This design comes from an exercise in tuning for small area on the open sky130 flow, not from production work.
At most, simulation tests tie the RTL to the original design; equivalence was not proved.
No functional check of the RTL was part of run 1.
Power is estimated from default activity; no workload was simulated.

File: flow/design.v
module MemCheckerInc #(parameter W = 32) (
  input  [W-1:0] a,
  input          ci,
  output [W-1:0] s
);
  wire [W:0] c;
  assign c[0] = ci;
  genvar i;
  generate
    for (i = 0; i < W; i = i + 1) begin : g
      assign s[i] = a[i] ^ c[i];
      assign c[i+1] = c[i] & a[i];
    end
  endgenerate
endmodule
module MemCheckerDec #(parameter W = 26) (
  input  [W-1:0] a,
  output [W-1:0] s
);
  wire [W:0] b;
  assign b[0] = 1'b1;
  genvar i;
  generate
    for (i = 0; i < W; i = i + 1) begin : g
      assign s[i] = a[i] ^ b[i];
      assign b[i+1] = b[i] & ~a[i];
    end
  endgenerate
endmodule
module MemCheckerWrPat #(parameter W = 26) (
  input  [2:0]   mode,
  input  [W-1:0] n,
  output [511:0] pat
);
  wire m1 = mode == 3'd1;
  wire m2 = mode == 3'd2;
  wire m3 = mode == 3'd3;
  wire m4 = mode == 3'd4;
  wire m5 = mode == 3'd5;
  wire m6 = mode == 3'd6;
  wire m7 = mode == 3'd7;
  wire walk = m2 | m3;
  wire G = m1 | m3 | (m4 & ~n[0]);
  wire [7:0] phi;
  wire [15:0] plo;
  wire [3:0] dl;
  genvar i, c, l;
  generate
    for (i = 0; i < 8; i = i + 1) begin : g_phi
      assign phi[i] = ~walk | (n[6:4] == i);
    end
    for (i = 0; i < 16; i = i + 1) begin : g_plo
      assign plo[i] = ~walk | (n[3:0] == i);
    end
    for (i = 0; i < 4; i = i + 1) begin : g_dl
      assign dl[i] = n[8:7] == i;
    end
  endgenerate
  wire [3:0] bU  = ({4{m2}} & ~dl) | ({4{m3}} & dl);
  wire [3:0] bA5 = bU | ({4{m5}} & 4'b0101);
  wire [3:0] bB5 = bU | ({4{m5}} & 4'b0011);
  wire [3:0] bA6 = bU | ({4{m6}} & 4'b0101);
  wire [3:0] bB6 = bU | ({4{m6}} & 4'b0011);
  wire [3:0] bA7 = bU | ({4{m7}} & 4'b0101);
  wire [3:0] bB7 = bU | ({4{m7}} & 4'b0011);
  generate
    for (c = 0; c < 128; c = c + 1) begin : g_col
      localparam integer B5 = c % 8;
      localparam integer B6 = c % 32;
      wire v5, v6, v7;
      if (B5 < 4) begin : g5c
        assign v5 = ((c >> (3 + B5)) & 1) ? m5 : 1'b0;
      end else if (B5 < 6) begin : g5m
        assign v5 = m5;
      end else begin : g5n
        assign v5 = m5 & n[B5 - 6];
      end
      if (B6 < 2) begin : g6c
        assign v6 = ((c >> (5 + B6)) & 1) ? m6 : 1'b0;
      end else if (B6 < 4) begin : g6m
        assign v6 = m6;
      end else if (B6 - 4 < W) begin : g6n
        assign v6 = m6 & n[B6 - 4];
      end else begin : g6z
        assign v6 = 1'b0;
      end
      if (c < 2) begin : g7m
        assign v7 = m7;
      end else if (c - 2 < W) begin : g7n
        assign v7 = m7 & n[c - 2];
      end else begin : g7z
        assign v7 = 1'b0;
      end
      wire a = phi[c / 16] & plo[c % 16];
      wire g = ~((m2 & a) | G | v5 | v6 | v7);
      wire [3:0] b = (B5 == 4) ? bA5 : (B5 == 5) ? bB5 : (B6 == 2) ? bA6 : (B6 == 3) ? bB6 :
                     (c == 0) ? bA7 : (c == 1) ? bB7 : bU;
      for (l = 0; l < 4; l = l + 1) begin : g_lane
        assign pat[128 * l + c] = ~((a & b[l]) | g);
      end
    end
  endgenerate
endmodule
module MemCheckerRdChk #(parameter W = 32) (
  input  [2:0]   mode,
  input  [W-1:0] n,
  input  [511:0] rd,
  output         match
);
  wire [127:0] A1, A0, MA, MB;    
  wire [3:0] R1, R0;              
  genvar c, i, l;
  generate
    for (c = 0; c < 128; c = c + 1) begin : g_col
      assign A1[c] = rd[c] & rd[128 + c] & rd[256 + c] & rd[384 + c];
      assign A0[c] = ~(rd[c] | rd[128 + c] | rd[256 + c] | rd[384 + c]);
      assign MA[c] = ~rd[c] & rd[128 + c] & ~rd[256 + c] & rd[384 + c];
      assign MB[c] = ~rd[c] & ~rd[128 + c] & rd[256 + c] & rd[384 + c];
    end
    for (l = 0; l < 4; l = l + 1) begin : g_row
      assign R1[l] = &rd[128 * l +: 128];
      assign R0[l] = ~|rd[128 * l +: 128];
    end
  endgenerate
  wire [7:0] T1, T0;
  wire [15:0] S1, S0;
  generate
    for (i = 0; i < 8; i = i + 1) begin : g_blk
      assign T1[i] = &A1[16 * i +: 16];
      assign T0[i] = &A0[16 * i +: 16];
    end
    for (i = 0; i < 16; i = i + 1) begin : g_str
      assign S1[i] = A1[i] & A1[16 + i] & A1[32 + i] & A1[48 + i] & A1[64 + i] & A1[80 + i] & A1[96 + i] & A1[112 + i];
      assign S0[i] = A0[i] & A0[16 + i] & A0[32 + i] & A0[48 + i] & A0[64 + i] & A0[80 + i] & A0[96 + i] & A0[112 + i];
    end
  endgenerate
  wire [7:0] dhi;
  wire [15:0] dlo;
  wire [3:0] dl;
  generate
    for (i = 0; i < 8; i = i + 1) begin : g_dhi
      assign dhi[i] = n[6:4] == i;
    end
    for (i = 0; i < 16; i = i + 1) begin : g_dlo
      assign dlo[i] = n[3:0] == i;
    end
    for (i = 0; i < 4; i = i + 1) begin : g_dl
      assign dl[i] = n[8:7] == i;
    end
  endgenerate
  wire match0 = &T0;
  wire match1 = &T1;
  wire match2 = (&(T0 | dhi)) & (&(S0 | dlo)) & (&(R0 ^ dl));
  wire match3 = (&(T1 | dhi)) & (&(S1 | dlo)) & (&(R1 ^ dl));
  wire match4 = n[0] ? match0 : match1;
  wire [127:0] leaf5;
  wire [1:0] grp5;
  generate
    for (c = 0; c < 128; c = c + 1) begin : g_l5
      localparam integer B5 = c % 8;
      if (B5 < 4) begin : gc
        assign leaf5[c] = ((c >> (3 + B5)) & 1) ? A1[c] : A0[c];
      end else if (B5 == 4) begin : ga
        assign leaf5[c] = MA[c];
      end else if (B5 == 5) begin : gb
        assign leaf5[c] = MB[c];
      end else begin : gn
        assign leaf5[c] = 1'b1;
      end
    end
    for (i = 0; i < 2; i = i + 1) begin : g_g5
      wire all1 = A1[6 + i] & A1[14 + i] & A1[22 + i] & A1[30 + i] & A1[38 + i] & A1[46 + i] & A1[54 + i] & A1[62 + i] &
                  A1[70 + i] & A1[78 + i] & A1[86 + i] & A1[94 + i] & A1[102 + i] & A1[110 + i] & A1[118 + i] & A1[126 + i];
      wire all0 = A0[6 + i] & A0[14 + i] & A0[22 + i] & A0[30 + i] & A0[38 + i] & A0[46 + i] & A0[54 + i] & A0[62 + i] &
                  A0[70 + i] & A0[78 + i] & A0[86 + i] & A0[94 + i] & A0[102 + i] & A0[110 + i] & A0[118 + i] & A0[126 + i];
      assign grp5[i] = n[i] ? all1 : all0;
    end
  endgenerate
  wire match5 = (&leaf5) & (&grp5);
  wire [31:0] grp6;
  generate
    for (i = 0; i < 32; i = i + 1) begin : g_g6
      wire all1 = A1[i] & A1[32 + i] & A1[64 + i] & A1[96 + i];
      wire all0 = A0[i] & A0[32 + i] & A0[64 + i] & A0[96 + i];
      if (i == 0) begin : g0
        assign grp6[i] = A0[0] & A1[32] & A0[64] & A1[96];
      end else if (i == 1) begin : g1
        assign grp6[i] = A0[1] & A0[33] & A1[65] & A1[97];
      end else if (i == 2) begin : g2
        assign grp6[i] = MA[2] & MA[34] & MA[66] & MA[98];
      end else if (i == 3) begin : g3
        assign grp6[i] = MB[3] & MB[35] & MB[67] & MB[99];
      end else if (i - 4 < W) begin : gn
        assign grp6[i] = n[i - 4] ? all1 : all0;
      end else begin : gz
        assign grp6[i] = all0;
      end
    end
  endgenerate
  wire match6 = &grp6;
  wire [127:0] leaf7;
  generate
    for (c = 0; c < 128; c = c + 1) begin : g_l7
      if (c == 0) begin : ga
        assign leaf7[c] = MA[0];
      end else if (c == 1) begin : gb
        assign leaf7[c] = MB[1];
      end else if (c - 2 < W) begin : gn
        assign leaf7[c] = n[c - 2] ? A1[c] : A0[c];
      end else begin : gz
        assign leaf7[c] = A0[c];
      end
    end
  endgenerate
  wire match7 = &leaf7;
  reg m;
  always @(*) begin
    case (mode)
      3'd0: m = match0;
      3'd1: m = match1;
      3'd2: m = match2;
      3'd3: m = match3;
      3'd4: m = match4;
      3'd5: m = match5;
      3'd6: m = match6;
      default: m = match7;
    endcase
  end
  assign match = m;
endmodule
module MemChecker(
  input          clock,
  input          reset,
  output [31:0]  io_mem_address,
  output [63:0]  io_mem_byteenable,
  output         io_mem_read,
  input  [511:0] io_mem_readdata,
  input  [1:0]   io_mem_response,
  output         io_mem_write,
  output [511:0] io_mem_writedata,
  input          io_mem_waitrequest,
  input          io_mem_readdatavalid,
  input          io_mem_writeresponsevalid,
  output [7:0]   io_mem_burstcount,
  output         io_ctrl_AW_ready,
  input          io_ctrl_AW_valid,
  input  [7:0]   io_ctrl_AW_bits_addr,
  input  [2:0]   io_ctrl_AW_bits_prot,
  output         io_ctrl_W_ready,
  input          io_ctrl_W_valid,
  input  [31:0]  io_ctrl_W_bits_wdata,
  input  [3:0]   io_ctrl_W_bits_wstrb,
  input          io_ctrl_B_ready,
  output         io_ctrl_B_valid,
  output [1:0]   io_ctrl_B_bits,
  output         io_ctrl_AR_ready,
  input          io_ctrl_AR_valid,
  input  [7:0]   io_ctrl_AR_bits_addr,
  input  [2:0]   io_ctrl_AR_bits_prot,
  input          io_ctrl_R_ready,
  output         io_ctrl_R_valid,
  output [31:0]  io_ctrl_R_bits_rdata,
  output [1:0]   io_ctrl_R_bits_rresp
);
  reg         reset_d;     
  always @(posedge clock) reset_d <= reset;
  reg  [1:0]  state_wr;    
  reg         wr_en;
  reg  [5:0]  wr_addr;
  reg  [31:0] wr_data;
  reg  [1:0]  state_rd;    
  reg  [5:0]  rd_addr;
  reg  [31:0] rd_data;
  wire wr_s0 = state_wr == 2'd0;
  wire wr_s1 = state_wr == 2'd1;
  wire wr_s2 = state_wr == 2'd2;
  wire wr_s3 = state_wr == 2'd3;
  wire aw_rdy = wr_s0 | wr_s2;
  wire w_rdy  = wr_s0 | wr_s1;
  always @(posedge clock) begin
    if (reset) begin
      state_wr <= 2'd0;
    end else begin
      case (state_wr)
        2'd0: state_wr <= io_ctrl_AW_valid ? (io_ctrl_W_valid ? 2'd3 : 2'd1) : (io_ctrl_W_valid ? 2'd2 : 2'd0);
        2'd1: if (io_ctrl_W_valid) state_wr <= 2'd3;
        2'd2: if (io_ctrl_AW_valid) state_wr <= 2'd3;
        default: if (io_ctrl_B_ready) state_wr <= 2'd0;
      endcase
    end
    wr_en <= (wr_s0 & io_ctrl_AW_valid & io_ctrl_W_valid) | (wr_s1 & io_ctrl_W_valid) | (wr_s2 & io_ctrl_AW_valid);
    if (aw_rdy) wr_addr <= io_ctrl_AW_bits_addr[7:2];
    if (w_rdy) wr_data <= io_ctrl_W_bits_wdata;
    if (reset) begin
      state_rd <= 2'd0;
    end else begin
      case (state_rd)
        2'd0: if (io_ctrl_AR_valid) state_rd <= 2'd1;
        2'd1: state_rd <= 2'd2;
        default: if (io_ctrl_R_ready) state_rd <= 2'd0;
      endcase
    end
    if (state_rd == 2'd0) rd_addr <= io_ctrl_AR_bits_addr[7:2];
  end
  assign io_ctrl_AW_ready = aw_rdy;
  assign io_ctrl_W_ready = w_rdy;
  assign io_ctrl_B_valid = wr_s3;
  assign io_ctrl_B_bits = 2'd0;
  assign io_ctrl_AR_ready = state_rd == 2'd0;
  assign io_ctrl_R_valid = state_rd == 2'd2;
  assign io_ctrl_R_bits_rdata = rd_data;
  assign io_ctrl_R_bits_rresp = 2'd0;
  reg        ctrl_dir;
  reg  [2:0] ctrl_mode;
  reg        rd_status, wr_status;
  reg        rd_start, wr_start;
  reg [63:0] rd_base, wr_base;
  reg [31:0] rd_len, wr_len;
  wire we_ctrl   = wr_en & (wr_addr == 6'h04);
  wire we_rstat  = wr_en & (wr_addr == 6'h08);
  wire we_rctrl  = wr_en & (wr_addr == 6'h09);
  wire we_radlo  = wr_en & (wr_addr == 6'h0a);
  wire we_radhi  = wr_en & (wr_addr == 6'h0b);
  wire we_rlen   = wr_en & (wr_addr == 6'h0c);
  wire we_wstat  = wr_en & (wr_addr == 6'h18);
  wire we_wctrl  = wr_en & (wr_addr == 6'h19);
  wire we_wadlo  = wr_en & (wr_addr == 6'h1a);
  wire we_wadhi  = wr_en & (wr_addr == 6'h1b);
  wire we_wlen   = wr_en & (wr_addr == 6'h1c);
  wire r_done, w_done;
  always @(posedge clock) begin
    if (reset) begin
      ctrl_dir <= 1'b0;
      ctrl_mode <= 3'd0;
      rd_status <= 1'b0;
      wr_status <= 1'b0;
      rd_start <= 1'b0;
      wr_start <= 1'b0;
      rd_base <= 64'd0;
      wr_base <= 64'd0;
      rd_len <= 32'd0;
      wr_len <= 32'd0;
    end else begin
      if (we_ctrl) begin
        ctrl_dir <= wr_data[0];
        ctrl_mode <= wr_data[10:8];
      end
      rd_status <= (rd_status & ~(we_rstat & wr_data[0])) | r_done;
      wr_status <= (wr_status & ~(we_wstat & wr_data[0])) | w_done;
      rd_start <= we_rctrl & wr_data[0];
      wr_start <= we_wctrl & wr_data[0];
      if (we_radlo) rd_base[31:0] <= wr_data;
      if (we_radhi) rd_base[63:32] <= wr_data;
      if (we_rlen) rd_len <= wr_data;
      if (we_wadlo) wr_base[31:0] <= wr_data;
      if (we_wadhi) wr_base[63:32] <= wr_data;
      if (we_wlen) wr_len <= wr_data;
    end
  end
  reg  [1:0]  w_state;     
  reg  [31:0] w_addr;
  reg  [25:0] w_rem;       
  reg  [25:0] w_n;         
  reg         w_prev, w_en, w_en_d, w_init_d, w_incr_d;
  reg  [31:0] w_sresp, w_sdur;
  wire w_busy = w_state != 2'd0;
  wire w_init = (w_state == 2'd0) & wr_start;
  wire w_acc  = w_busy & ~io_mem_waitrequest;
  wire w_last = w_rem == 26'd0;
  wire w_eob  = w_last | (&w_n[5:0]);
  wire [25:0] w_rem_dec = (w_init ? wr_len[31:6] : w_rem) - 26'd1;
  assign w_done = w_prev & ~w_busy;
  always @(posedge clock) begin
    if (reset) begin
      w_state <= 2'd0;
    end else begin
      case (w_state)
        2'd0: if (wr_start) w_state <= 2'd1;
        2'd1: if (~io_mem_waitrequest) w_state <= w_last ? 2'd0 : 2'd2;
        default: if (~io_mem_waitrequest & w_eob) w_state <= w_last ? 2'd0 : 2'd1;
      endcase
    end
    if (w_init) w_addr <= wr_base[31:0];
    else if ((w_state == 2'd2) & ~io_mem_waitrequest & w_eob & ~w_last) w_addr[31:12] <= w_addr[31:12] + 20'd1;
    if (w_init | w_acc) w_rem <= w_rem_dec;
    if (w_init) w_n <= 26'd0;
    else if (w_acc) w_n <= w_n + 26'd1;
    w_prev <= w_busy;
    if (reset) w_en <= 1'b0;
    else w_en <= w_init | (~w_done & w_en);
    w_en_d <= w_en;
    w_init_d <= w_init;
    w_incr_d <= w_busy & io_mem_writeresponsevalid & (io_mem_response == 2'd0);
    if (reset_d | w_init_d) w_sresp <= 32'd0;
    else if (w_incr_d) w_sresp <= w_sresp + 32'd1;
    if (reset_d) w_sdur <= 32'd0;
    else if (w_en_d) w_sdur <= w_sdur + 32'd1;
    else if (w_init_d) w_sdur <= 32'd0;
  end
  wire w_ge63 = (|w_rem[25:6]) | (&w_rem[5:0]);
  wire [7:0] w_bc = w_ge63 ? 8'd64 : {2'd0, w_rem[5:0]} + 8'd1;
  reg  [1:0]  r_state;
  reg  [31:0] r_addr;
  reg  [25:0] r_rem;
  reg  [5:0]  r_cyc;
  reg         r_prev, r_en, r_en_d, r_incr_d;
  reg  [31:0] r_sresp, r_sdur;
  reg  [2:0]  mode_q;
  reg         c_init_d1, c_init_d2, c_inc_d1, c_inc_d2, c_ok, c_ok_d;
  reg  [31:0] s_tot, s_ok;
  wire r_busy = r_state != 2'd0;
  wire r_init = (r_state == 2'd0) & rd_start;
  wire r_inc  = r_busy & io_mem_readdatavalid;
  wire r_beat = (r_state == 2'd2) & io_mem_readdatavalid;
  wire r_eob  = r_cyc == 6'd0;
  wire [25:0] r_rem_dec = (r_init ? rd_len[31:6] : r_rem) - 26'd1;
  wire [5:0]  r_cyc_new = r_rem_dec[5:0] | {6{|r_rem_dec[25:6]}};
  assign r_done = r_prev & ~r_busy;
  always @(posedge clock) begin
    if (reset) begin
      r_state <= 2'd0;
    end else begin
      case (r_state)
        2'd0: if (rd_start) r_state <= 2'd1;
        2'd1: if (~io_mem_waitrequest) r_state <= r_eob ? 2'd0 : 2'd2;
        default: if (r_beat & r_eob) r_state <= (r_rem == 26'd0) ? 2'd0 : 2'd1;
      endcase
    end
    if (r_init) r_addr <= rd_base[31:0];
    else if (r_beat & r_eob) r_addr[31:12] <= r_addr[31:12] + 20'd1;
    if (r_init | r_beat) r_rem <= r_rem_dec;
    if (r_init | (r_beat & r_eob)) r_cyc <= r_cyc_new;
    else if (r_beat) r_cyc <= r_cyc - 6'd1;
    r_prev <= r_busy;
    if (reset) r_en <= 1'b0;
    else r_en <= r_init | (~r_done & r_en);
    r_en_d <= r_en;
    r_incr_d <= r_inc & (io_mem_response == 2'd0);
    if (reset_d | c_init_d1) r_sresp <= 32'd0;
    else if (r_incr_d) r_sresp <= r_sresp + 32'd1;
    if (reset_d) r_sdur <= 32'd0;
    else if (r_en_d) r_sdur <= r_sdur + 32'd1;
    else if (c_init_d1) r_sdur <= 32'd0;
  end
  wire [31:0] tot_now = (reset_d | c_init_d2) ? 32'd0 : s_tot + {31'd0, c_inc_d2};
  wire [31:0] n_r = c_init_d1 ? 32'd0 : tot_now + {31'd0, c_inc_d1};
  wire r_match;
  MemCheckerRdChk #(.W(32)) u_rchk (.mode(mode_q), .n(n_r), .rd(io_mem_readdata), .match(r_match));
  always @(posedge clock) begin
    mode_q <= ctrl_mode;
    c_init_d1 <= r_init;
    c_init_d2 <= c_init_d1;
    c_inc_d1 <= r_inc;
    c_inc_d2 <= c_inc_d1;
    c_ok <= r_inc & r_match;
    c_ok_d <= c_ok;
    s_tot <= tot_now;
    if (reset_d | c_init_d2) s_ok <= 32'd0;
    else if (c_ok_d) s_ok <= s_ok + 32'd1;
  end
  MemCheckerWrPat #(.W(26)) u_wpat (.mode(mode_q), .n(w_n), .pat(io_mem_writedata));
  wire w_cmd = w_state == 2'd1;
  wire r_cmd = r_state == 2'd1;
  assign io_mem_address = ctrl_dir ? (w_cmd ? w_addr : 32'd0) : (r_cmd ? r_addr : 32'd0);
  assign io_mem_burstcount = ctrl_dir ? (w_cmd ? w_bc : 8'd0) : (r_cmd ? {2'd0, r_cyc} + 8'd1 : 8'd0);
  assign io_mem_byteenable = 64'hffffffffffffffff;
  assign io_mem_read = r_cmd;
  assign io_mem_write = w_busy;
  always @(posedge clock) begin
    if (state_rd == 2'd1) begin
      case (rd_addr)
        6'h00: rd_data <= 32'h3e3c8ec8;
        6'h01: rd_data <= 32'h00010003;
        6'h02: rd_data <= 32'h00004040;
        6'h04: rd_data <= {21'd0, ctrl_mode, 7'd0, ctrl_dir};
        6'h08: rd_data <= {31'd0, rd_status};
        6'h0a: rd_data <= rd_base[31:0];
        6'h0b: rd_data <= rd_base[63:32];
        6'h0c: rd_data <= rd_len;
        6'h0d: rd_data <= r_sresp;
        6'h0e: rd_data <= r_sdur;
        6'h18: rd_data <= {31'd0, wr_status};
        6'h1a: rd_data <= wr_base[31:0];
        6'h1b: rd_data <= wr_base[63:32];
        6'h1c: rd_data <= wr_len;
        6'h1d: rd_data <= w_sresp;
        6'h1e: rd_data <= w_sdur;
        6'h28: rd_data <= s_tot;
        6'h29: rd_data <= s_ok;
        default: rd_data <= 32'd0;
      endcase
    end
  end
endmodule
File: flow/run.sh
#!/bin/bash
# synth_recipe.tcl (not shown) runs the flow's synth.tcl, then flattens the netlist and writes it again
# the make line also repeats each setting of config.mk as NAME=value (left out here)
make -C /OpenROAD-flow-scripts/flow DESIGN_CONFIG=/design/flow/config.mk WORK_HOME=/design/flow/orfs CLKGATE_MAP_FILE= SYNTH_SCRIPT=/design/flow/synth_recipe.tcl finish
File: flow/config.mk
export PLATFORM = sky130hd
export DESIGN_NAME = MemChecker
export DESIGN_NICKNAME = MemChecker
export VERILOG_FILES = /design/flow/design.v
export SDC_FILE = /design/flow/constraint.sdc
export NUM_CORES = 8
export LEC_CHECK = 0
export ABC_AREA = 0
export CAP_MARGIN = 15
export CORE_MARGIN = 2
export CORE_UTILIZATION = 65
export PLACE_DENSITY = 0.75
export SLEW_MARGIN = 15
File: flow/constraint.sdc
create_clock -name core_clock -period 10.0 [get_ports {clock}]
set_input_delay 2.0000 -clock core_clock [delete_from_list [all_inputs] [get_ports {clock}]]
set_output_delay 2.0000 -clock core_clock [all_outputs]
set_load 0.01 [all_outputs]
==> results of run 1 <==
-- Yosys cell counts (35+ instances only) --
cell | n | area share, %
dfxtp_1 | 446 | 20
xor2_1 | 119 | 2.3
mux2i_1 | 130 | 2.9
a21oi_1 | 715 | 8.0
edfxtp_1 | 198 | 13
a21o_1 | 39 | 0.66
nor4_1 | 388 | 5.5
and3_1 | 68 | 0.96
or3_1 | 62 | 0.87
a221oi_1 | 96 | 1.9
nand2_1 | 770 | 6.5
inv_1 | 73 | 0.62
a22o_1 | 57 | 1.1
or2_2 | 43 | 0.60
or4_1 | 35 | 0.59
buf_4 | 70 | 1.2
a31oi_1 | 229 | 3.2
clkbuf_1 | 328 | 2.8
xnor2_1 | 98 | 1.9
o21ai_0 | 149 | 1.7
nor3_1 | 93 | 1.0
nand4_1 | 438 | 6.2
nor2_1 | 451 | 3.8
nand3_1 | 189 | 2.1
-- cell families after synthesis --
group / count (synthesis) / share of synthesized area (%)
AO/OA/AOI/OAI: 1526 / 21.0
other: 2 / 0.0169
adder cells (fa/ha/maj): 26 / 0.731
flip-flops: 644 / 33.4
XOR/XNOR: 217 / 4.27
buffers and inverters: 514 / 5.00
multiplexers: 157 / 3.61
AND/OR/NAND/NOR: 2755 / 32.0
==> impl_metrics.json, run 1 <==
{
  "ys_seq_elements": 644,
  "synth_area_sq_um": 44500,
  "die_x_um": 266,
  "synthDistinctLibCells": 98,
  "yosysWarnings": 2,
  "synth-seq-area-share_pct": 33.4,
  "outcome": "aborted with a tool error",
  "netlist_instances": 5841,
  "error": "[ERROR PPL-0024] Number of IO pins (1241) exceeds maximum number of available positions (958). Increase the die perimeter from 1062.80um to 1687.76um.",
  "initial_core_util_pct": 65.9,
  "ys_async_sr_fraction_pct": 0,
  "synthFlopType": "dfxtp_1",
  "die_h_um": 266,
  "synth_edf_count": 198,
  "haltStage": "I/O pin placement (3_2_place_iop)",
  "syn_area_per_cell_sq_um": 7.62,
  "rows": 95
}
==> run 2: changes to the inputs <==
--- a/flow/design.v
+++ b/flow/design.v
@@ -13,6 +13,42 @@
     end
   endgenerate
 endmodule
+module MemCheckerIncF #(parameter W = 32) (
+  input  [W-1:0] a,
+  input          ci,
+  output [W-1:0] s
+);
+  localparam integer NB = W / 4;
+  wire [NB:0] cb;
+  assign cb[0] = ci;
+  genvar b, i;
+  generate
+    for (b = 0; b < NB; b = b + 1) begin : g_blk
+      assign cb[b+1] = cb[b] & (&a[4 * b +: 4]);
+      wire [4:0] c;
+      assign c[0] = cb[b];
+      for (i = 0; i < 4; i = i + 1) begin : g_bit
+        assign s[4 * b + i] = a[4 * b + i] ^ c[i];
+        assign c[i+1] = c[i] & a[4 * b + i];
+      end
+    end
+  endgenerate
+endmodule
+module MemCheckerDecB #(parameter W = 26) (
+  input  [W-1:0] a,
+  input          bi,
+  output [W-1:0] s
+);
+  wire [W:0] b;
+  assign b[0] = bi;
+  genvar i;
+  generate
+    for (i = 0; i < W; i = i + 1) begin : g
+      assign s[i] = a[i] ^ b[i];
+      assign b[i+1] = b[i] & ~a[i];
+    end
+  endgenerate
+endmodule
 module MemCheckerDec #(parameter W = 26) (
   input  [W-1:0] a,
   output [W-1:0] s
@@ -63,6 +99,13 @@
   wire [3:0] bB6 = bU | ({4{m6}} & 4'b0011);
   wire [3:0] bA7 = bU | ({4{m7}} & 4'b0101);
   wire [3:0] bB7 = bU | ({4{m7}} & 4'b0011);
+  wire [7:0] phm2 = phi & {8{m2}};
+  wire [31:0] bUh;
+  generate
+    for (i = 0; i < 32; i = i + 1) begin : g_buh
+      assign bUh[i] = phi[i / 4] & bU[i % 4];
+    end
+  endgenerate
   generate
     for (c = 0; c < 128; c = c + 1) begin : g_col
       localparam integer B5 = c % 8;
@@ -91,12 +134,18 @@
       end else begin : g7z
         assign v7 = 1'b0;
       end
-      wire a = phi[c / 16] & plo[c % 16];
-      wire g = ~((m2 & a) | G | v5 | v6 | v7);
-      wire [3:0] b = (B5 == 4) ? bA5 : (B5 == 5) ? bB5 : (B6 == 2) ? bA6 : (B6 == 3) ? bB6 :
-                     (c == 0) ? bA7 : (c == 1) ? bB7 : bU;
-      for (l = 0; l < 4; l = l + 1) begin : g_lane
-        assign pat[128 * l + c] = ~((a & b[l]) | g);
+      wire g = ~((phm2[c / 16] & plo[c % 16]) | G | v5 | v6 | v7);
+      if ((B5 == 4) || (B5 == 5) || (B6 == 2) || (B6 == 3) || (c < 2)) begin : g_mix
+        wire a = phi[c / 16] & plo[c % 16];
+        wire [3:0] b = (B5 == 4) ? bA5 : (B5 == 5) ? bB5 : (B6 == 2) ? bA6 : (B6 == 3) ? bB6 :
+                       (c == 0) ? bA7 : bB7;
+        for (l = 0; l < 4; l = l + 1) begin : g_lane
+          assign pat[128 * l + c] = ~((a & b[l]) | g);
+        end
+      end else begin : g_uni
+        for (l = 0; l < 4; l = l + 1) begin : g_lane
+          assign pat[128 * l + c] = ~((plo[c % 16] & bUh[4 * (c / 16) + l]) | g);
+        end
       end
     end
   endgenerate
@@ -300,7 +349,7 @@
         default: if (io_ctrl_R_ready) state_rd <= 2'd0;
       endcase
     end
-    if (state_rd == 2'd0) rd_addr <= io_ctrl_AR_bits_addr[7:2];
+    rd_addr <= io_ctrl_AR_bits_addr[7:2];    
   end
   assign io_ctrl_AW_ready = aw_rdy;
   assign io_ctrl_W_ready = w_rdy;
@@ -328,47 +377,50 @@
   wire we_wadhi  = wr_en & (wr_addr == 6'h1b);
   wire we_wlen   = wr_en & (wr_addr == 6'h1c);
   wire r_done, w_done;
+  wire [31:0] wd = wr_data & {32{~reset}};
   always @(posedge clock) begin
+    if (we_ctrl | reset) begin
+      ctrl_dir <= wd[0];
+      ctrl_mode <= wd[10:8];
+    end
+    if (we_radlo | reset) rd_base[31:0] <= wd;
+    if (we_radhi | reset) rd_base[63:32] <= wd;
+    if (we_rlen | reset) rd_len <= wd;
+    if (we_wadlo | reset) wr_base[31:0] <= wd;
+    if (we_wadhi | reset) wr_base[63:32] <= wd;
+    if (we_wlen | reset) wr_len <= wd;
     if (reset) begin
-      ctrl_dir <= 1'b0;
-      ctrl_mode <= 3'd0;
       rd_status <= 1'b0;
       wr_status <= 1'b0;
       rd_start <= 1'b0;
       wr_start <= 1'b0;
-      rd_base <= 64'd0;
-      wr_base <= 64'd0;
-      rd_len <= 32'd0;
-      wr_len <= 32'd0;
     end else begin
-      if (we_ctrl) begin
-        ctrl_dir <= wr_data[0];
-        ctrl_mode <= wr_data[10:8];
-      end
       rd_status <= (rd_status & ~(we_rstat & wr_data[0])) | r_done;
       wr_status <= (wr_status & ~(we_wstat & wr_data[0])) | w_done;
       rd_start <= we_rctrl & wr_data[0];
       wr_start <= we_wctrl & wr_data[0];
-      if (we_radlo) rd_base[31:0] <= wr_data;
-      if (we_radhi) rd_base[63:32] <= wr_data;
-      if (we_rlen) rd_len <= wr_data;
-      if (we_wadlo) wr_base[31:0] <= wr_data;
-      if (we_wadhi) wr_base[63:32] <= wr_data;
-      if (we_wlen) wr_len <= wr_data;
     end
   end
   reg  [1:0]  w_state;     
   reg  [31:0] w_addr;
-  reg  [25:0] w_rem;       
+  reg  [25:0] w_len;       
   reg  [25:0] w_n;         
   reg         w_prev, w_en, w_en_d, w_init_d, w_incr_d;
   reg  [31:0] w_sresp, w_sdur;
   wire w_busy = w_state != 2'd0;
   wire w_init = (w_state == 2'd0) & wr_start;
   wire w_acc  = w_busy & ~io_mem_waitrequest;
-  wire w_last = w_rem == 26'd0;
+  wire [25:0] w_n_inc;
+  wire w_eqhi = w_n[25:6] == w_len[25:6];
+  wire w_last = w_n_inc == w_len;
   wire w_eob  = w_last | (&w_n[5:0]);
-  wire [25:0] w_rem_dec = (w_init ? wr_len[31:6] : w_rem) - 26'd1;
+  wire [19:0] w_page_inc;
+  wire w_next_burst = (w_state == 2'd2) & ~io_mem_waitrequest & w_eob & ~w_last;
+  MemCheckerInc #(.W(20)) u_wpage (.a(w_addr[31:12]), .ci(1'b1), .s(w_page_inc));
+  MemCheckerInc #(.W(26)) u_wn (.a(w_n), .ci(w_acc), .s(w_n_inc));
+  wire [31:0] w_sresp_inc, w_sdur_inc;
+  MemCheckerInc #(.W(32)) u_wresp (.a(w_sresp), .ci(w_incr_d), .s(w_sresp_inc));
+  MemCheckerInc #(.W(32)) u_wdur (.a(w_sdur), .ci(w_en_d), .s(w_sdur_inc));
   assign w_done = w_prev & ~w_busy;
   always @(posedge clock) begin
     if (reset) begin
@@ -380,11 +432,11 @@
         default: if (~io_mem_waitrequest & w_eob) w_state <= w_last ? 2'd0 : 2'd1;
       endcase
     end
-    if (w_init) w_addr <= wr_base[31:0];
-    else if ((w_state == 2'd2) & ~io_mem_waitrequest & w_eob & ~w_last) w_addr[31:12] <= w_addr[31:12] + 20'd1;
-    if (w_init | w_acc) w_rem <= w_rem_dec;
-    if (w_init) w_n <= 26'd0;
-    else if (w_acc) w_n <= w_n + 26'd1;
+    if (w_init) w_addr[11:0] <= wr_base[11:0];
+    if (w_init) w_addr[31:12] <= wr_base[31:12];
+    else if (w_next_burst) w_addr[31:12] <= w_page_inc;
+    if (w_init) w_len <= wr_len[31:6];
+    w_n <= w_init ? 26'd0 : w_n_inc;
     w_prev <= w_busy;
     if (reset) w_en <= 1'b0;
     else w_en <= w_init | (~w_done & w_en);
@@ -392,13 +444,11 @@
     w_init_d <= w_init;
     w_incr_d <= w_busy & io_mem_writeresponsevalid & (io_mem_response == 2'd0);
     if (reset_d | w_init_d) w_sresp <= 32'd0;
-    else if (w_incr_d) w_sresp <= w_sresp + 32'd1;
-    if (reset_d) w_sdur <= 32'd0;
-    else if (w_en_d) w_sdur <= w_sdur + 32'd1;
-    else if (w_init_d) w_sdur <= 32'd0;
+    else w_sresp <= w_sresp_inc;
+    if (reset_d | (~w_en_d & w_init_d)) w_sdur <= 32'd0;
+    else w_sdur <= w_sdur_inc;
   end
-  wire w_ge63 = (|w_rem[25:6]) | (&w_rem[5:0]);
-  wire [7:0] w_bc = w_ge63 ? 8'd64 : {2'd0, w_rem[5:0]} + 8'd1;
+  wire [7:0] w_bc = w_eqhi ? {2'd0, w_len[5:0]} : 8'd64;
   reg  [1:0]  r_state;
   reg  [31:0] r_addr;
   reg  [25:0] r_rem;
@@ -413,7 +463,17 @@
   wire r_inc  = r_busy & io_mem_readdatavalid;
   wire r_beat = (r_state == 2'd2) & io_mem_readdatavalid;
   wire r_eob  = r_cyc == 6'd0;
-  wire [25:0] r_rem_dec = (r_init ? rd_len[31:6] : r_rem) - 26'd1;
+  wire [25:0] r_rem_dec;
+  MemCheckerDecB #(.W(26)) u_rdec (.a(r_init ? rd_len[31:6] : r_rem), .bi(r_init | r_beat), .s(r_rem_dec));
+  wire [19:0] r_page_inc;
+  MemCheckerInc #(.W(20)) u_rpage (.a(r_addr[31:12]), .ci(r_beat & r_eob), .s(r_page_inc));
+  wire [5:0] r_cyc_dec;
+  MemCheckerDecB #(.W(6)) u_rcyc (.a(r_cyc), .bi(r_beat), .s(r_cyc_dec));
+  wire [6:0] r_cyc_p1;
+  MemCheckerInc #(.W(7)) u_rbc (.a({1'b0, r_cyc}), .ci(1'b1), .s(r_cyc_p1));
+  wire [31:0] r_sresp_inc, r_sdur_inc;
+  MemCheckerInc #(.W(32)) u_rresp (.a(r_sresp), .ci(r_incr_d), .s(r_sresp_inc));
+  MemCheckerInc #(.W(32)) u_rdur (.a(r_sdur), .ci(r_en_d), .s(r_sdur_inc));
   wire [5:0]  r_cyc_new = r_rem_dec[5:0] | {6{|r_rem_dec[25:6]}};
   assign r_done = r_prev & ~r_busy;
   always @(posedge clock) begin
@@ -426,24 +486,26 @@
         default: if (r_beat & r_eob) r_state <= (r_rem == 26'd0) ? 2'd0 : 2'd1;
       endcase
     end
-    if (r_init) r_addr <= rd_base[31:0];
-    else if (r_beat & r_eob) r_addr[31:12] <= r_addr[31:12] + 20'd1;
-    if (r_init | r_beat) r_rem <= r_rem_dec;
-    if (r_init | (r_beat & r_eob)) r_cyc <= r_cyc_new;
-    else if (r_beat) r_cyc <= r_cyc - 6'd1;
+    if (r_init) r_addr[11:0] <= rd_base[11:0];
+    r_addr[31:12] <= r_init ? rd_base[31:12] : r_page_inc;
+    r_rem <= r_rem_dec;
+    r_cyc <= (r_init | (r_beat & r_eob)) ? r_cyc_new : r_cyc_dec;
     r_prev <= r_busy;
     if (reset) r_en <= 1'b0;
     else r_en <= r_init | (~r_done & r_en);
     r_en_d <= r_en;
     r_incr_d <= r_inc & (io_mem_response == 2'd0);
     if (reset_d | c_init_d1) r_sresp <= 32'd0;
-    else if (r_incr_d) r_sresp <= r_sresp + 32'd1;
-    if (reset_d) r_sdur <= 32'd0;
-    else if (r_en_d) r_sdur <= r_sdur + 32'd1;
-    else if (c_init_d1) r_sdur <= 32'd0;
+    else r_sresp <= r_sresp_inc;
+    if (reset_d | (~r_en_d & c_init_d1)) r_sdur <= 32'd0;
+    else r_sdur <= r_sdur_inc;
   end
-  wire [31:0] tot_now = (reset_d | c_init_d2) ? 32'd0 : s_tot + {31'd0, c_inc_d2};
-  wire [31:0] n_r = c_init_d1 ? 32'd0 : tot_now + {31'd0, c_inc_d1};
+  wire [31:0] s_tot_inc, s_ok_inc, n_r_inc;
+  MemCheckerIncF #(.W(32)) u_tot (.a(s_tot), .ci(c_inc_d2), .s(s_tot_inc));
+  MemCheckerInc #(.W(32)) u_ok (.a(s_ok), .ci(c_ok_d), .s(s_ok_inc));
+  wire [31:0] tot_now = (reset_d | c_init_d2) ? 32'd0 : s_tot_inc;
+  MemCheckerIncF #(.W(32)) u_nr (.a(tot_now), .ci(c_inc_d1), .s(n_r_inc));
+  wire [31:0] n_r = c_init_d1 ? 32'd0 : n_r_inc;
   wire r_match;
   MemCheckerRdChk #(.W(32)) u_rchk (.mode(mode_q), .n(n_r), .rd(io_mem_readdata), .match(r_match));
   always @(posedge clock) begin
@@ -456,13 +518,13 @@
     c_ok_d <= c_ok;
     s_tot <= tot_now;
     if (reset_d | c_init_d2) s_ok <= 32'd0;
-    else if (c_ok_d) s_ok <= s_ok + 32'd1;
+    else s_ok <= s_ok_inc;
   end
   MemCheckerWrPat #(.W(26)) u_wpat (.mode(mode_q), .n(w_n), .pat(io_mem_writedata));
   wire w_cmd = w_state == 2'd1;
   wire r_cmd = r_state == 2'd1;
   assign io_mem_address = ctrl_dir ? (w_cmd ? w_addr : 32'd0) : (r_cmd ? r_addr : 32'd0);
-  assign io_mem_burstcount = ctrl_dir ? (w_cmd ? w_bc : 8'd0) : (r_cmd ? {2'd0, r_cyc} + 8'd1 : 8'd0);
+  assign io_mem_burstcount = ctrl_dir ? (w_cmd ? w_bc : 8'd0) : (r_cmd ? {1'b0, r_cyc_p1} : 8'd0);
   assign io_mem_byteenable = 64'hffffffffffffffff;
   assign io_mem_read = r_cmd;
   assign io_mem_write = w_busy;
==> flow/flow/run.sh (new file) <==
#!/bin/bash
# Layout flow: the standard flow (standard.sh) with these changes to how the layout is built:
#  - synthesis is standard.sh's own, except that ABC maps the logic with an area-oriented
#    script (flow/abc_area_nf.script) instead of ORFS's abc_speed.script; the flip-flops,
#    their names and cell types come out as in the standard synthesis;
#  - the port buffers that buffer_ports inserts use the smallest buffer cell (buf_1);
#  - clock tree synthesis runs without dummy loads.
# Output: synth.log (synthesis), standard.log (the rest of the flow); ORFS's logs under orfs/logs.
set -euo pipefail
work=$(pwd)
rm -rf "$work/orfs_scripts"
cp -r "$FLOW_HOME/scripts" "$work/orfs_scripts"
cp "$work/flow/abc_area_nf.script" "$work/orfs_scripts/abc_speed.script"
SCRIPTS_DIR="$work/orfs_scripts" bash standard.sh synth > synth.log 2>&1
export BUFFER_PORTS_ARGS="-buffer_cell sky130_fd_sc_hd__buf_1"
export CTS_ARGS="-sink_clustering_enable -repair_clock_nets -dont_use_dummy_load -buf_list {sky130_fd_sc_hd__clkbuf_4 sky130_fd_sc_hd__clkbuf_8}"
bash standard.sh > standard.log 2>&1
==> flow/flow/abc_area_nf.script (new file) <==
&get -n
&st
&dch
&nf -a -R 10000 -E 1000
&put
==> flow/standard.sh (new file) <==
#!/bin/bash
# synth_recipe.tcl (not shown) runs the flow's synth.tcl, then flattens the netlist and writes it again
# the make line also repeats each setting of config.mk as NAME=value (left out here)
make -C /OpenROAD-flow-scripts/flow DESIGN_CONFIG=/design/flow/config.mk WORK_HOME=/design/flow/orfs CLKGATE_MAP_FILE= SYNTH_SCRIPT=/design/flow/synth_recipe.tcl "${@:-finish}"
--- a/flow/config.mk
+++ b/flow/config.mk
@@ -6,8 +6,8 @@
 export NUM_CORES = 8
 export LEC_CHECK = 0
 export ABC_AREA = 0
-export CAP_MARGIN = 15
-export CORE_MARGIN = 2
-export CORE_UTILIZATION = 65
+export CAP_MARGIN = 20
+export CORE_AREA = 3 3 422 422
+export DIE_AREA = 0 0 425 425
 export PLACE_DENSITY = 0.75
-export SLEW_MARGIN = 15
+export SLEW_MARGIN = 20
removed: flow/run.sh
==> impl_metrics.json, run 2 <==
{
  "grt.overflow.total": 0,
  "hold_violations": 0,
  "grt_pass1_wl_um": 415000,
  "drt-pass1-iter-count": 9,
  "cts_resized": 0,
  "ys_async_sr_fraction_pct": 0,
  "post-route-period-util_pct": 85.3,
  "crit_path_max_incr_delay_ns": 0.34,
  "min_path_type": "reg2reg",
  "p_switching_mw": 4.87,
  "die_h_um": 425,
  "track_usage_pct": 34.1,
  "final_cell_mix": "buf_1, a21oi_1, nand4_1, nor4_1, edfxtp_1",
  "cts_hold_buf": 0,
  "worstSetupPathType": "in2reg",
  "peakVddDrop_uv": 173,
  "synth_area_sq_um": 38200,
  "cts_sinks": 644,
  "vias": 45900,
  "drtAntennaViolNets": 0,
  "worst_pin_slew_ns": 1.37,
  "yosys.area.top_type_share_pct": 26.4,
  "rows": 153,
  "p_leak_nw": 17.4,
  "power.density_nw_per_um2": 202,
  "fin_nets": 6311,
  "slew_headroom_pct": 7.58,
  "crit_top_cell": "ha_1",
  "start_kind": "input port",
  "via_per_inst": 5.89,
  "post-route-min-period_ns": 8.53,
  "core_sq_um": 174000,
  "dr_wl_met2_um": 149000,
  "drt-met1-wl_um": 121000,
  "top_layer": "met5",
  "clock_skew_ns": 0.121,
  "p_total_mw": 9.87,
  "crit_path_max_fanout": 20,
  "rrSetupSlack_ns": 2.25,
  "post_cts_buffers": 0,
  "die_x_um": 425,
  "synthFlopType": "edfxtp_1",
  "intPower_mw": 4.99,
  "drive_gt1_share_pct": 7.47,
  "cts_tree": "built",
  "grt_setup_unrepaired": "no",
  "seqPwrFrac_pct": 33.7,
  "maxCapViolCount": 0,
  "drtIter0Drc": 5829,
  "grt_max_degree": 65,
  "numCtsBuffers": 99,
  "synthDistinctLibCells": 59,
  "yosysWarnings": 2,
  "setup_viol": 0,
  "numPortBuffers": 1157,
  "synth_commonest_cells": "a21oi_1, nand4_1, nor4_1",
  "routed_wl_um": 323000,
  "p_comb_share_pct": 48.1,
  "power_frac_clock_pct": 18.1,
  "grt_pass1_vias": 43500,
  "layout_commonest_cell": "buf_1",
  "die_area_sq_um": 181000,
  "endpoint_kind": "flop",
  "fin_tns_setup_ns": 0,
  "ys_seq_elements": 644,
  "dr_wl_met3_um": 26700,
  "ios": 1241,
  "top_regs": "rd_base: 64 flops, wr_base: 64 flops",
  "switching_share_pct": 49.4,
  "syn2layout_area_growth_pct": 27.6,
  "initial_core_util_pct": 21.9,
  "outcome": "timing/DRC/antenna clean",
  "max_freq_mhz": 117,
  "gp_congestion": 1.06,
  "yosys.area.top_type": "edfxtp_1",
  "synth_edf_count": 336,
  "synth.most_common_cell": "a21oi_1",
  "synth-seq-area-share_pct": 42.6,
  "cts.reportedPaths.clkPinSlew_ns": 0.06,
  "clock_latency_ns": 0.72,
  "syn_area_per_cell_sq_um": 9.61,
  "wire_per_inst_um": 41.4,
  "antenna_found_initial": 70,
  "cts-root-buf": "clkbuf_8",
  "slew_violations": 0,
  "synthTopCellsByArea": "edfxtp_1, dfxtp_1, ha_1",
  "cts_buffer_depth": 3,
  "cts_htree_levels": 3,
  "post-route-util_pct": 28.0,
  "route.detailed.drc": 0,
  "cp.required_ns": 10.35,
  "hpwl_um": 271000,
  "cpMaxStageDelayCell": "buf_1",
  "netlist_instances": 3975,
  "crit_arrival_ns": 8.88
}
[run 2: changes by cell type after synthesis, sizes merged, moves of 143 or more]
cell    change
and2      +148
nand2     -526
nor2      -251
ha        +279
clkbuf    -329
nand3     -143
a31oi     -194
[run 2: power by group through the flow]
| stage | Clock, mW | Sequential, mW | Combinational, mW |
|---|---|---|---|
| 2_1_floorplan | 0 | 3.28 | 1.63 |
| 3_3_place_gp | 0 | 3.36 | 4.50 |
| 3_5_place_dp | 0 | 3.37 | 4.51 |
| 4_1_cts | 1.81 | 3.32 | 4.52 |
| 5_1_grt | 1.93 | 3.34 | 4.78 |
| 6_report | 1.79 | 3.33 | 4.75 |
[run 2: path summary, 6_finish.rpt]
kind                                    startpoint    endpoint  depth (start not counted)
worst max register to register          r_state[1]    r_cyc[0]                         34
worst max-delay path            io_mem_waitrequest  w_addr[23]                         34
worst min register to register            c_inc_d1    c_inc_d2                          0
worst min-delay path                      c_inc_d1    c_inc_d2                          0
[run 2: metal layers]
metal / GRT usage (%) / vias up
li1: - / 19000
met5: 0 / -
met1: 39.8 / 23000
met2: 55.6 / 3112
met3: 8.18 / 727
met4: 22.4 / 54
[run 2: final cells by class]
cell class              instances  area (sq um)
diodes                         41           103
clock buffers                  99          1360
fillers                     18800        125000
inverters                      54           203
multi-input cells            3275         22100
flip-flops and latches        644         16300
well taps                    2325          2910
repair buffers               1350          5800
[run 2: critical path: cells and delay by family]
family                     cells  cell delay (ns)
AOI/OAI and AO/OA              2             0.34
buffers and inverters          2             0.64
xor gates and xnor gates       2             0.35
adders and majority gates     24             4.77
and+or+nand+nor                4             0.73
[run 2: logic make-up after synthesis]
| group | count (synthesis) | synth area share [%] |
|---|---|---|
| DFF | 644 | 42.6 |
| xor gates and xnor gates | 81 | 1.86 |
| adders and majority gates | 305 | 9.99 |
| other | 2 | 0.0197 |
| muxes | 61 | 1.66 |
| and+or+nand+nor | 1744 | 25.8 |
| buffers and inverters | 123 | 1.89 |
| AOI/OAI and AO/OA | 1015 | 16.3 |
[run 2: stage by stage]
stage          std cells  instance area (sq um)  hold WS [ns]  setup WS (ns)
2_1_floorplan       4042                  38500         0.310           1.57
3_3_place_gp        7634                  47000         0.320          0.748
3_5_place_dp        7639                  47100         0.326          0.853
4_1_cts             7738                  48500         0.294           1.54
5_1_grt             7767                  48700         0.310           1.13
6_report            7788                  48800         0.301           1.47
==> run 3: changes to the inputs <==
--- a/flow/flow/run.sh
+++ b/flow/flow/run.sh
@@ -13,5 +13,5 @@
 cp "$work/flow/abc_area_nf.script" "$work/orfs_scripts/abc_speed.script"
 SCRIPTS_DIR="$work/orfs_scripts" bash standard.sh synth > synth.log 2>&1
 export BUFFER_PORTS_ARGS="-buffer_cell sky130_fd_sc_hd__buf_1"
-export CTS_ARGS="-sink_clustering_enable -repair_clock_nets -dont_use_dummy_load -buf_list {sky130_fd_sc_hd__clkbuf_4 sky130_fd_sc_hd__clkbuf_8}"
+export CTS_ARGS="-sink_clustering_enable -repair_clock_nets -dont_use_dummy_load -buf_list {sky130_fd_sc_hd__clkbuf_4 sky130_fd_sc_hd__clkbuf_8} -sink_clustering_size 16 -sink_clustering_max_diameter 60"
 bash standard.sh > standard.log 2>&1
==> impl_metrics.json, run 3 <==
{
  "outcome": "timing/DRC/antenna clean",
  "power.density_nw_per_um2": 194,
  "die_area_sq_um": 181000,
  "syn_area_per_cell_sq_um": 9.61,
  "fin_nets": 6259,
  "hold_violations": 0,
  "ys_seq_elements": 644,
  "fin_tns_setup_ns": 0,
  "layout_commonest_cell": "buf_1",
  "via_per_inst": 5.89,
  "max_freq_mhz": 118,
  "hpwl_um": 271000,
  "drive_gt1_share_pct": 6.57,
  "num-fill-cells": 18800,
  "cts_htree_levels": 2,
  "placed_area_sq_um": 47100,
  "netlist_instances": 3975,
  "peakVddDrop_uv": 172,
  "drtIter0Drc": 5999,
  "grt_max_degree": 65,
  "synthTopCellsByArea": "edfxtp_1, dfxtp_1, ha_1",
  "die_x_um": 425,
  "drt-pass1-iter-count": 9,
  "power_frac_clock_pct": 13.4,
  "min_path_type": "reg2reg",
  "cp.required_ns": 10.36,
  "initial_core_util_pct": 21.9,
  "synth.most_common_cell": "a21oi_1",
  "numCtsBuffers": 49,
  "slew_violations": 0,
  "grt_setup_unrepaired": "no",
  "critPathTopFamily": "adder cells",
  "rrSetupSlack_ns": 2.23,
  "wire_per_inst_um": 41.7,
  "cp_num_buf_inv": 2,
  "ys_async_sr_fraction_pct": 0,
  "cts_resized": 0,
  "top_regs": "rd_base: 64 flops, wr_base: 64 flops",
  "grt.overflow.total": 0,
  "yosysWarnings": 2,
  "seqPwrFrac_pct": 35.7,
  "worst_pin_slew_ns": 1.35,
  "worstSetupPathType": "in2reg",
  "setup_viol": 0,
  "synthFlopType": "edfxtp_1",
  "crit_cells": 34,
  "cts-root-buf": "clkbuf_8",
  "switching_share_pct": 51.1,
  "final_cell_area_sq_um": 48000,
  "yosys.area.top_type": "edfxtp_1",
  "p_switching_mw": 4.76,
  "post-route-min-period_ns": 8.51,
  "clock_latency_ns": 0.72,
  "worstHoldPathCells": 0,
  "rows": 153,
  "slew_headroom_pct": 10.1,
  "place_ws_ns": 0.853,
  "cpMaxStageDelayCell": "buf_1",
  "post-route-period-util_pct": 85.1,
  "crit_path_max_fanout": 20,
  "die_h_um": 425,
  "core_sq_um": 174000,
  "synth_area_sq_um": 38200,
  "finalWorstSetupSlack_ns": 1.49,
  "grt_pass1_vias": 42900,
  "p_comb_share_pct": 50.9,
  "synth_commonest_cells": "a21oi_1, nand4_1, nor4_1",
  "grt_pass1_wl_um": 412000,
  "start_kind": "input port",
  "cts_tree": "built",
  "crit_path_max_incr_delay_ns": 0.34,
  "intPower_mw": 4.55,
  "synth-seq-area-share_pct": 42.6,
  "endpoint_kind": "flop",
  "synthDistinctLibCells": 59,
  "synth_edf_count": 336,
  "crit_arrival_ns": 8.87,
  "track_usage_pct": 33.9,
  "yosys.area.top_type_share_pct": 26.4,
  "cts_buffer_depth": 3,
  "cts_sinks": 644,
  "post_cts_buffers": 0,
  "drtAntennaViolNets": 0,
  "p_leak_nw": 17.0,
  "cts_hold_buf": 0,
  "numPortBuffers": 1157,
  "antenna_found_initial": 67,
  "maxCapViolCount": 0,
  "route.detailed.drc": 0,
  "r2r_cells": 34,
  "clock_skew_ns": 0.130,
  "ios": 1241,
  "crit_top_cell": "ha_1",
  "vias": 45600,
  "syn2layout_area_growth_pct": 25.8,
  "cts.reportedPaths.clkPinSlew_ns": 0.11,
  "routed_wl_um": 322000,
  "gp_congestion": 1.06,
  "final_cell_mix": "buf_1, a21oi_1, nand4_1, nor4_1, edfxtp_1"
}
run 3: final cells by class:
cell class,instances,area [sq um],share of cell area (%)
well taps,2325,2910,6.06
multi-input cells,3275,22100,46.0
inverters,54,203,0.422
clock buffers,49,674,1.40
repair buffers,1348,5780,12.0
diodes,39,97.6,0.203
flip-flops and latches,644,16300,33.8
run 3: layer usage:
layer / vias up / track usage, % / part of all wire (%)
met5: - / 0 / 0.11
met4: 54 / 22.8 / 8.2
met3: 701 / 7.54 / 8.4
met2: 3058 / 55.3 / 46
met1: 22900 / 39.8 / 37
li1: 18900 / - / -
run 3: through the flow:
stage	instances	hold WS, ns	power, mW	utilization [%]
floorplan	4042	0.310	4.91	-
global route	7715	0.346	9.48	27.5
finish	7734	0.336	9.30	27.6
CTS	7688	0.334	9.10	27.4
global placement	7634	0.320	7.86	27.0
detailed placement	7639	0.326	7.88	27.0
run 3: logic make-up (layout without fill, tap and decap cells):
family / Yosys count / in the layout / synth area share (%)
AOI/OAI and AO/OA: 1015 / 1015 / 16.3
muxes: 61 / 61 / 1.66
xor gates and xnor gates: 81 / 81 / 1.86
adders and majority gates: 305 / 305 / 9.99
and+or+nand+nor: 1744 / 1744 / 25.8
DFF: 644 / 644 / 42.6
other: 2 / 108 / 0.0197
buffers and inverters: 123 / 1451 / 1.89
run 3: path summary, 6_finish.rpt:
path | start | end
setup / recovery | io_mem_waitrequest | w_addr[23]
hold / removal | rd_base[8] | r_addr[8]
setup reg to reg | r_state[1] | r_cyc[4]
hold reg to reg | rd_base[8] | r_addr[8]
run 3: power groups by stage:
stage          Sequential [mW]  Combinational [mW]  Clock [mW]
6_report                  3.32                4.74        1.25
2_1_floorplan             3.28                1.63           0
3_3_place_gp              3.36                4.50           0
4_1_cts                   3.31                4.52        1.27
5_1_grt                   3.34                4.78        1.37
3_5_place_dp              3.37                4.51           0
==> run 4: changes to the inputs <==
--- a/flow/flow/run.sh
+++ b/flow/flow/run.sh
@@ -1,10 +1,11 @@
 #!/bin/bash
 # Layout flow: the standard flow (standard.sh) with these changes to how the layout is built:
 #  - synthesis is standard.sh's own, except that ABC maps the logic with an area-oriented
-#    script (flow/abc_area_nf.script) instead of ORFS's abc_speed.script; the flip-flops,
-#    their names and cell types come out as in the standard synthesis;
+#    script (flow/abc_area_nf.script: &dch then &nf -a) instead of ORFS's abc_speed.script;
+#    the flip-flops, their names and cell types come out as in the standard synthesis;
 #  - the port buffers that buffer_ports inserts use the smallest buffer cell (buf_1);
-#  - clock tree synthesis runs without dummy loads.
+#  - clock tree synthesis runs without dummy loads, with clkbuf_4/clkbuf_8 and sink clusters of
+#    up to 16 flip-flops within 60 um.
 # Output: synth.log (synthesis), standard.log (the rest of the flow); ORFS's logs under orfs/logs.
 set -euo pipefail
 work=$(pwd)
--- a/flow/config.mk
+++ b/flow/config.mk
@@ -9,5 +9,6 @@
 export CAP_MARGIN = 20
 export CORE_AREA = 3 3 422 422
 export DIE_AREA = 0 0 425 425
+export GPL_TIMING_DRIVEN = 0
 export PLACE_DENSITY = 0.75
 export SLEW_MARGIN = 20
==> impl_metrics.json, run 4 <==
{
  "layout_commonest_cell": "buf_1",
  "grt.overflow.total": 0,
  "power_frac_clock_pct": 13.5,
  "syn2layout_area_growth_pct": 30.0,
  "grt_max_degree": 55,
  "syn_area_per_cell_sq_um": 9.61,
  "cts-root-buf": "clkbuf_8",
  "synth_area_sq_um": 38200,
  "synthTopCellsByArea": "edfxtp_1, dfxtp_1, ha_1",
  "max_freq_mhz": 108,
  "outcome": "timing/DRC/antenna clean",
  "wire_per_inst_um": 40.8,
  "synth_fa_ha_area_share_pct": 9.99,
  "cpMaxStageDelayCell": "a21o_1",
  "post_cts_buffers": 0,
  "p_total_mw": 9.52,
  "crit_path_max_fanout": 20,
  "synthXorXnorAreaFrac_pct": 1.86,
  "hold_violations": 0,
  "slew_headroom_pct": 10.7,
  "core_sq_um": 174000,
  "routed_wl_um": 317000,
  "finalWorstSetupSlack_ns": 0.725,
  "ys_seq_elements": 644,
  "worst_pin_slew_ns": 1.33,
  "synthDistinctLibCells": 59,
  "synth-seq-area-share_pct": 42.6,
  "yosys.area.top_type": "edfxtp_1",
  "endpoint_kind": "flop",
  "via_per_inst": 5.95,
  "grt_setup_unrepaired": "no",
  "route.detailed.drc": 0,
  "p_switching_mw": 4.85,
  "setup_viol": 0,
  "final_cell_mix": "buf_1, a21oi_1, nand4_1, edfxtp_1, nor4_1",
  "yosys.area.top_type_share_pct": 26.4,
  "synth_top_family_by_area": "simple AND/OR/NAND/NOR gates",
  "drtIter0Drc": 6635,
  "cp.required_ns": 10.32,
  "switching_share_pct": 50.9,
  "die_area_sq_um": 181000,
  "cts_buffer_depth": 3,
  "cts_sinks": 644,
  "peakVddDrop_uv": 110,
  "crit_top_cell": "ha_1",
  "grt_pass1_vias": 43400,
  "seqPwrFrac_pct": 34.9,
  "p_comb_share_pct": 51.6,
  "numPortBuffers": 1157,
  "drive_gt1_share_pct": 9.07,
  "drt-pass1-iter-count": 12,
  "fin_nets": 6292,
  "synth_edf_count": 336,
  "synth_compound_area_share_pct": 16.3,
  "cts_htree_levels": 2,
  "gp_congestion": 1.14,
  "top_regs": "rd_base: 64 flops, wr_base: 64 flops",
  "die_h_um": 425,
  "initial_core_util_pct": 21.9,
  "ys_async_sr_fraction_pct": 0,
  "synthMuxAreaShare_pct": 1.66,
  "place_ws_ns": 0.175,
  "min_path_type": "reg2reg",
  "cts.reportedPaths.clkPinSlew_ns": 0.09,
  "worstSetupPathType": "in2reg",
  "final_cell_area_sq_um": 49700,
  "crit_path_max_incr_delay_ns": 0.86,
  "drtAntennaViolNets": 0,
  "placed_area_sq_um": 48600,
  "antenna_found_initial": 74,
  "start_kind": "input port",
  "numCtsBuffers": 51,
  "synth_commonest_cells": "a21oi_1, nand4_1, nor4_1",
  "yosys.area_share.simple_pct": 25.8,
  "post-route-min-period_ns": 9.28,
  "ios": 1241,
  "maxCapViolCount": 0,
  "cts_resized": 0,
  "power.density_nw_per_um2": 192,
  "netlist_instances": 3975,
  "synth.most_common_cell": "a21oi_1",
  "die_x_um": 425,
  "post-route-period-util_pct": 92.8,
  "intPower_mw": 4.68,
  "hpwl_um": 271000,
  "clock_skew_ns": 0.101,
  "cts_tree": "built",
  "p_leak_nw": 17.6,
  "crit_arrival_ns": 9.60,
  "clock_latency_ns": 0.71,
  "grt_pass1_wl_um": 409000,
  "cts_hold_buf": 0,
  "vias": 46300,
  "track_usage_pct": 33.5,
  "rows": 153,
  "synthFlopType": "edfxtp_1",
  "yosysWarnings": 2,
  "slew_violations": 0
}
-- run 4: power by group through the flow --
stage / logic, mW / clock network, mW / registers (mW)
floorplan: 1.63 / 0 / 3.28
global placement: 4.26 / 0 / 3.37
detailed placement: 4.61 / 0 / 3.37
CTS: 4.62 / 1.31 / 3.31
global route: 4.96 / 1.40 / 3.34
finish: 4.92 / 1.28 / 3.32
-- run 4: critical path: cells and delay by family --
| family | cells | cell delay (ns) |
|---|---|---|
| AND/OR/NAND/NOR | 5 | 1.05 |
| XOR/XNOR | 1 | 0.16 |
| AO/OA/AOI/OAI | 2 | 1.14 |
| adder cells (fa/ha/maj) | 24 | 5.00 |
| buffers and inverters | 1 | 0.20 |
-- run 4: cell type report --
cell class                      count  area, sq um
Fill cell                       18700       125000
Multi-Input combinational cell   3275        22700
Sequential cell                   644        16300
Timing Repair Buffer             1310         6290
Tap cell                         2325         2910
Clock buffer                       51          702
Buffer                             69          518
Inverter                           54          204
Antenna cell                       47          118
-- run 4: through the flow --
| stage | instances | util [%] | setup TNS [ns] | hold slack (ns) |
|---|---|---|---|---|
| floorplan | 4042 | - | 0 | 0.310 |
| global placement | 7524 | 26.2 | -127.29 | 0.314 |
| detailed placement | 7668 | 27.9 | 0 | 0.315 |
| CTS | 7719 | 28.3 | 0 | 0.327 |
| global route | 7751 | 28.5 | 0 | 0.335 |
| finish | 7775 | 28.5 | 0 | 0.324 |
-- run 4: logic make-up after synthesis --
family | Yosys count
simple gates | 1744
compound gates | 1015
flops | 644
fa+ha+maj | 305
buf+inv | 123
xor+xnor | 81
mux | 61
other cells | 2
-- run 4: layer usage --
metal  vias up  track usage, %  wire [um]
met4        44            23.9      27700
li1      19000               -          -
met2      3328            52.8     142000
met1     23200            38.6     115000
met3       790            9.84      32700
met5         -               0        278
-- run 4: path summary, 6_finish.rpt --
path / slack, ns / to / from / cells past startpoint
setup / recovery: 0.72 / w_addr[23] / io_mem_waitrequest / 33
hold / removal: 0.32 / c_ok_d / c_ok / 0
setup reg to reg: 1.27 / w_addr[23] / w_state[0] / 33
hold reg to reg: 0.32 / c_ok_d / c_ok / 0
==> run 5: changes to the inputs <==
--- a/flow/config.mk
+++ b/flow/config.mk
@@ -9,6 +9,5 @@
 export CAP_MARGIN = 20
 export CORE_AREA = 3 3 422 422
 export DIE_AREA = 0 0 425 425
-export GPL_TIMING_DRIVEN = 0
 export PLACE_DENSITY = 0.75
 export SLEW_MARGIN = 20
==> impl_metrics.json, run 5 <==
{
  "cpMaxStageDelayCell": "buf_1",
  "dr_wl_met2_um": 148000,
  "grt_pass1_wl_um": 412000,
  "p_leak_nw": 17.0,
  "start_kind": "input port",
  "syn2layout_area_growth_pct": 25.8,
  "cts_tree": "built",
  "track_usage_pct": 33.9,
  "max_freq_mhz": 118,
  "antenna_found_initial": 67,
  "final_cells": 7734,
  "numPortBuffers": 1157,
  "initial_core_util_pct": 21.9,
  "hold_violations": 0,
  "peakVddDrop_uv": 172,
  "min_path_type": "reg2reg",
  "grt_pass1_vias": 42900,
  "post-route-min-period_ns": 8.51,
  "rows": 153,
  "cts.reportedPaths.clkPinSlew_ns": 0.11,
  "top_layer": "met5",
  "synthMuxAreaShare_pct": 1.66,
  "die_area_sq_um": 181000,
  "outcome": "timing/DRC/antenna clean",
  "dp_cells": 7639,
  "crit_arrival_ns": 8.87,
  "route.detailed.drc": 0,
  "p_total_mw": 9.30,
  "r2r-start": "r_state[1]",
  "synthTopCellsByArea": "edfxtp_1, dfxtp_1, ha_1",
  "ios": 1241,
  "crit_path_max_incr_delay_ns": 0.34,
  "cts_sinks": 644,
  "yosys.area.top_type": "edfxtp_1",
  "place_ws_ns": 0.853,
  "worst_pin_slew_ns": 1.35,
  "slew_headroom_pct": 10.1,
  "hpwl_um": 271000,
  "cts-root-buf": "clkbuf_8",
  "post_cts_buffers": 0,
  "min_from": "rd_base[8]",
  "wire_per_inst_um": 41.7,
  "fin_tns_setup_ns": 0,
  "cp_num_buf_inv": 2,
  "power.density_nw_per_um2": 194,
  "syn_area_per_cell_sq_um": 9.61,
  "die_h_um": 425,
  "drt-met1-wl_um": 121000,
  "yosys.area.top_type_share_pct": 26.4,
  "synth_area_sq_um": 38200,
  "crit_top_cell": "ha_1",
  "synth_edf_count": 336,
  "routed_wl_um": 322000,
  "synth-seq-area-share_pct": 42.6,
  "ys_seq_elements": 644,
  "final_cell_area_sq_um": 48000,
  "die_x_um": 425,
  "cts_resized": 0,
  "vias": 45600,
  "yosysWarnings": 2,
  "maxCapViolCount": 0,
  "cts_hold_buf": 0,
  "drt-pass1-iter-count": 9,
  "final_cell_mix": "buf_1, a21oi_1, nand4_1, nor4_1, edfxtp_1",
  "top_regs": "rd_base: 64 flops, wr_base: 64 flops",
  "cts_htree_levels": 2,
  "via_per_inst": 5.89,
  "grt.overflow.total": 0,
  "numCtsBuffers": 49,
  "critPathTopFamily": "adder cells",
  "core_sq_um": 174000,
  "grt_setup_unrepaired": "no",
  "worstSetupPathType": "in2reg",
  "synthDistinctLibCells": 59,
  "synth_fa_ha_area_share_pct": 9.99,
  "synth_compound_area_share_pct": 16.3,
  "fin_nets": 6259,
  "ys_async_sr_fraction_pct": 0,
  "clock_latency_ns": 0.72,
  "startpoint": "io_mem_waitrequest",
  "cp.required_ns": 10.36,
  "yosys.area_share.simple_pct": 25.8,
  "synthFlopType": "edfxtp_1",
  "post-route-util_pct": 27.6,
  "post-route-period-util_pct": 85.1,
  "drive_gt1_share_pct": 6.57,
  "cts_buffer_depth": 3,
  "slew_violations": 0,
  "drtAntennaViolNets": 0,
  "setup_viol": 0,
  "netlist_instances": 3975,
  "endpoint_kind": "flop",
  "layout_commonest_cell": "buf_1",
  "placed_area_sq_um": 47100,
  "grt_max_degree": 65,
  "dr_wl_met3_um": 26900,
  "crit_path_max_fanout": 20,
  "gp_congestion": 1.06,
  "synth_commonest_cells": "a21oi_1, nand4_1, nor4_1",
  "finalWorstSetupSlack_ns": 1.49,
  "synthXorXnorAreaFrac_pct": 1.86,
  "worst_hold_slack_ns": 0.336,
  "clock_skew_ns": 0.130,
  "synth.most_common_cell": "a21oi_1",
  "synth_top_family_by_area": "simple AND/OR/NAND/NOR gates",
  "drtIter0Drc": 5999
}
[run 5: cell counts after synthesis]
No cell type changed its count.
[run 5: worst paths after layout]
kind / endpoint / slack, ns / cells after the start
setup / recovery: w_addr[23] / 1.49 / 34
hold / removal: r_addr[8] / 0.34 / 0
setup reg to reg: r_cyc[4] / 2.23 / 34
hold reg to reg: r_addr[8] / 0.34 / 0
[run 5: cells by family (layout without fill, tap and decap cells)]
| logic type | after synthesis | count (layout) |
|---|---|---|
| xor+xnor | 81 | 81 |
| fa+ha+maj | 305 | 305 |
| other cells | 2 | 108 |
| mux | 61 | 61 |
| compound gates | 1015 | 1015 |
| simple gates | 1744 | 1744 |
| flops | 644 | 644 |
| buf+inv | 123 | 1451 |
[run 5: final cells by class]
class | instances | area, sq um
diodes | 39 | 97.6
fillers | 18800 | 126000
clock buffers | 49 | 674
repair buffers | 1348 | 5780
inverters | 54 | 203
multi-input cells | 3275 | 22100
flip-flops and latches | 644 | 16300
well taps | 2325 | 2910
[run 5: layer usage]
layer | global-route usage, % | up-vias
met5 | 0 | -
met4 | 22.8 | 54
met3 | 7.54 | 701
met2 | 55.3 | 3058
met1 | 39.8 | 22900
li1 | - | 18900
[run 5: power by group]
group | leakage [nW] | internal (mW) | total (mW) | switching [mW]
Clock | 0.353 | 0.438 | 1.25 | 0.809
Combinational | 10.9 | 0.986 | 4.74 | 3.75
Sequential | 5.83 | 3.12 | 3.32 | 0.194

## port drivers added, routing unchanged
The flow's constraints put no driver on any port. The routed layouts listed below were extracted and timed again, unchanged, in two steps.
Step 1 (the two cells are an assumption about what drives the block):
set clk [get_ports {clock}]
set_driving_cell -lib_cell sky130_fd_sc_hd__clkbuf_16 $clk
set_driving_cell -lib_cell sky130_fd_sc_hd__buf_2 [delete_from_list [all_inputs] $clk]
Step 2 times the ports against the registers' clock, not the clock port: input delays grow and output delays shrink by t, the midpoint of the rising clock arrivals with the driver on.
Three values: no drivers, after step 1, after step 2; two values: the first two.
run | t (ns) | setup slack, ns | hold WS [ns] | latest minus earliest clock arrival (ns) | slew at the worst register clock pin (ns)
run 2 | 0.702 | 1.469 / 1.414 / 0.712 | 0.301 / 0.301 / 0.301 | 0.126 / 0.126 | 0.07 / 0.07
run 3 | 0.691 | 1.492 / 1.436 / 0.745 | 0.336 / 0.336 / 0.336 | 0.131 / 0.132 | 0.11 / 0.11
run 4 | 0.698 | 0.725 / 0.658 / -0.040 | 0.324 / 0.324 / 0.324 | 0.120 / 0.120 | 0.11 / 0.11
run 5 | 0.691 | 1.492 / 1.436 / 0.745 | 0.336 / 0.336 / 0.336 | 0.131 / 0.132 | 0.11 / 0.11
With both steps, setup timing fails in run 4, where it was met with ideal ports. For run 4, which loses most, drivers alone change the setup slack by -0.067 ns; drivers and shift together by -0.765 ns.
